Source: an optimization exercise on an open RTL-to-GDS flow (aim: small area). Production flows keep margins and buffers that such runs may drop. Function was checked by simulation only, so behaviour that the tests miss may differ from the original.

==> inputs of branch amber <==
==> flow/design.v (excerpt) <==
module FIR_pipeline #(
   parameter N_taps = 33
)(
   input  clk,
   input  reset_n,
   input  [23:0] data_in,
   output [23:0] data_out
);
   reg [23:0] h0;
   reg [23:0] h1;
   reg [23:0] h2;
   reg [23:0] h3;
   reg [23:0] h4;
   reg [23:0] h5;
   reg [23:0] h6;
   reg [23:0] h7;
   reg [23:0] h8;
   reg [23:0] h9;
   reg [23:0] h10;
   reg [23:0] h11;
   reg [23:0] h12;
   reg [23:0] h13;
   reg [23:0] h14;
   reg [23:0] h15;
   reg [23:0] h16;
   reg [23:0] h17;
   reg [23:0] h18;
   reg [23:0] h19;
   reg [23:0] h20;
   reg [23:0] h21;
   reg [23:0] h22;
   reg [23:0] h23;
   reg [23:0] h24;
   reg [23:0] h25;
   reg [23:0] h26;
   reg [23:0] h27;
   reg [23:0] h28;
   reg [23:0] h29;
   reg [23:0] h30;
   reg [23:0] h31;
   reg [23:0] h32;
   reg [23:0] out_a, out_b;
   reg out_c;
  wire s1, c2;
  fir_ha us1 (h0[0], h32[0], s1, c2);
  wire s3, c4;
  fir_fa us3 (h0[1], h32[1], c2, s3, c4);
  wire s5, c6;
  fir_fa us5 (h0[2], h32[2], c4, s5, c6);
  wire s7, c8;
  fir_fa us7 (h0[3], h32[3], c6, s7, c8);
  wire s9, c10;
  fir_fa us9 (h0[4], h32[4], c8, s9, c10);
  wire s11, c12;
  fir_fa us11 (h0[5], h32[5], c10, s11, c12);
  wire s13, c14;
  fir_fa us13 (h0[6], h32[6], c12, s13, c14);
  wire s15, c16;
  fir_fa us15 (h0[7], h32[7], c14, s15, c16);
  wire s17, c18;
  fir_fa us17 (h0[8], h32[8], c16, s17, c18);
  wire s19, c20;
  fir_fa us19 (h0[9], h32[9], c18, s19, c20);
  wire s21, c22;
  fir_fa us21 (h0[10], h32[10], c20, s21, c22);
  wire s23, c24;
  fir_fa us23 (h0[11], h32[11], c22, s23, c24);
  wire s25, c26;
  fir_ha us25 (h0[12], h32[12], s25, c26);
  wire s27, c28;
  fir_fa us27 (h0[13], h32[13], c26, s27, c28);
  wire s29, c30;
  fir_fa us29 (h0[14], h32[14], c28, s29, c30);
  wire s31, c32;
  fir_fa us31 (h0[15], h32[15], c30, s31, c32);
  wire s33, c34;
  fir_fa us33 (h0[16], h32[16], c32, s33, c34);
  wire s35, c36;
  fir_fa us35 (h0[17], h32[17], c34, s35, c36);
  wire s37, c38;
  fir_fa us37 (h0[18], h32[18], c36, s37, c38);
  wire s39, c40;
  fir_fa us39 (h0[19], h32[19], c38, s39, c40);
  wire s41, c42;
  fir_fa us41 (h0[20], h32[20], c40, s41, c42);
  wire s43, c44;
  fir_fa us43 (h0[21], h32[21], c42, s43, c44);
  wire s45, c46;
  ...
clock: 13.0 ns
lec_check: 0
cap_margin: 20
core_margin: 2
core_utilization: 60
cts_buf_list: sky130_fd_sc_hd__clkbuf_16
cts_cluster_diameter: 100
cts_cluster_size: 25
gpl_timing_driven: 0
slew_margin: 20
synth_hierarchical: 1
synth_minimum_keep_size: 0
buffer_ports_args: -buffer_cell sky130_fd_sc_hd__buf_1
cts_args: -sink_clustering_enable -repair_clock_nets -dont_use_dummy_load -sink_clustering_size 25 -sink_clustering_max_diameter 100 -buf_list sky130_fd_sc_hd__clkbuf_16
standard.sh (not shown) runs the stock make flow with config.mk's settings and CLKGATE_MAP_FILE= SYNTH_SCRIPT=/design/flow/synth_recipe.tcl, a recipe that flattens the netlist after the stock synthesis.
==> flow/flow/run.sh <==
#!/bin/bash
set -euo pipefail
cat >> config.mk <<'EOT'
export BUFFER_PORTS_ARGS = -buffer_cell sky130_fd_sc_hd__buf_1
export CTS_ARGS = -sink_clustering_enable -repair_clock_nets -dont_use_dummy_load -sink_clustering_size 25 -sink_clustering_max_diameter 100 -buf_list sky130_fd_sc_hd__clkbuf_16
EOT
bash standard.sh > standard.log 2>&1
==> inputs of branch pepper, as changes to branch amber <==
==> flow/flow/run.sh (replaced) <==
#!/bin/bash
set -euo pipefail
cat >> config.mk <<'EOT'
export BUFFER_PORTS_ARGS = -buffer_cell sky130_fd_sc_hd__buf_2
export CTS_ARGS = -sink_clustering_enable -repair_clock_nets -dont_use_dummy_load -sink_clustering_size 25 -sink_clustering_max_diameter 100 -buf_list sky130_fd_sc_hd__clkbuf_16
EOT
bash standard.sh > standard.log 2>&1
--- a/flow/config.mk
+++ b/flow/config.mk
@@ -8,5 +8,5 @@
 export CAP_MARGIN = 20
 export CORE_MARGIN = 2
-export CORE_UTILIZATION = 60
+export CORE_UTILIZATION = 70
 export CTS_BUF_LIST = sky130_fd_sc_hd__clkbuf_16
 export CTS_CLUSTER_DIAMETER = 100
@@ -16,4 +16,4 @@
 export SYNTH_HIERARCHICAL = 1
 export SYNTH_MINIMUM_KEEP_SIZE = 0
-export BUFFER_PORTS_ARGS = -buffer_cell sky130_fd_sc_hd__buf_1
+export BUFFER_PORTS_ARGS = -buffer_cell sky130_fd_sc_hd__buf_2
 export CTS_ARGS = -sink_clustering_enable -repair_clock_nets -dont_use_dummy_load -sink_clustering_size 25 -sink_clustering_max_diameter 100 -buf_list sky130_fd_sc_hd__clkbuf_16
==> inputs of branch delta, as changes to branch amber <==
==> flow/flow/run.sh (replaced) <==
#!/bin/bash
set -euo pipefail
cat >> config.mk <<'EOT'
export CTS_ARGS = -sink_clustering_enable -repair_clock_nets -dont_use_dummy_load -sink_clustering_size 25 -sink_clustering_max_diameter 100 -buf_list sky130_fd_sc_hd__clkbuf_16
EOT
bash standard.sh > standard.log 2>&1
--- a/flow/config.mk
+++ b/flow/config.mk
@@ -16,4 +16,3 @@
 export SYNTH_HIERARCHICAL = 1
 export SYNTH_MINIMUM_KEEP_SIZE = 0
-export BUFFER_PORTS_ARGS = -buffer_cell sky130_fd_sc_hd__buf_1
 export CTS_ARGS = -sink_clustering_enable -repair_clock_nets -dont_use_dummy_load -sink_clustering_size 25 -sink_clustering_max_diameter 100 -buf_list sky130_fd_sc_hd__clkbuf_16
==> inputs of branch ember, as changes to branch amber <==
==> flow/flow/run.sh (replaced) <==
#!/bin/bash
set -euo pipefail
cat >> config.mk <<'EOT'
export BUFFER_PORTS_ARGS = -buffer_cell sky130_fd_sc_hd__buf_2
export CTS_ARGS = -sink_clustering_enable -repair_clock_nets -dont_use_dummy_load -sink_clustering_size 25 -sink_clustering_max_diameter 100 -buf_list sky130_fd_sc_hd__clkbuf_16
EOT
bash standard.sh > standard.log 2>&1
--- a/flow/config.mk
+++ b/flow/config.mk
@@ -16,4 +16,4 @@
 export SYNTH_HIERARCHICAL = 1
 export SYNTH_MINIMUM_KEEP_SIZE = 0
-export BUFFER_PORTS_ARGS = -buffer_cell sky130_fd_sc_hd__buf_1
+export BUFFER_PORTS_ARGS = -buffer_cell sky130_fd_sc_hd__buf_2
 export CTS_ARGS = -sink_clustering_enable -repair_clock_nets -dont_use_dummy_load -sink_clustering_size 25 -sink_clustering_max_diameter 100 -buf_list sky130_fd_sc_hd__clkbuf_16
==> comparison <==
- Branch ember ran to the end with no violations. Branch amber completed without violations. Branch delta completed with no timing, DRC or antenna violations. Branch pepper finished with timing, DRC and antenna clean.
- The lowest first-iteration DRC count belongs to branch delta, the highest to branch pepper.
- In branch ember the global-route usage is lower than in branch delta, by 0.17 points.
- Synthesized cell count is the same in branch pepper and branch amber.
- In non-clock buffer count, branch pepper and branch ember do not differ.
- In branch pepper the setup slack is lower than in branch delta, by 91 ps.

## static timing again, ports no longer ideal
No port has a modelled driver above. Below, the same layouts with a new extraction and two added sets of constraints.
Step 1 sets driving cells, clkbuf_16 on the clock port and buf_2 on the other inputs (assumed; they add their load-dependent delay and slew).
Step 2 moves the port delays by t, midway between the first and last clock arrival at a register: inputs arrive t later, outputs are due t later. That takes back most of the time a late clock gives input paths.
a / b / c = no drivers / after step 1 / after step 2; a / b = the first two.
run | t, ns | setup WS [ns] | worst setup path after step 2 | worst slew at a driven data input, ns
branch amber | 0.738 | 0.516 / 0.516 / 0.516 | register to register | 0.05
branch pepper | 0.739 | 0.452 / 0.452 / 0.452 | register to register | 0.05
branch delta | 0.713 | 0.543 / 0.543 / 0.543 | register to register | 0.05
branch ember | 0.720 | 0.537 / 0.537 / 0.537 | register to register | 0.05
After both steps setup and hold are still met in every run listed.
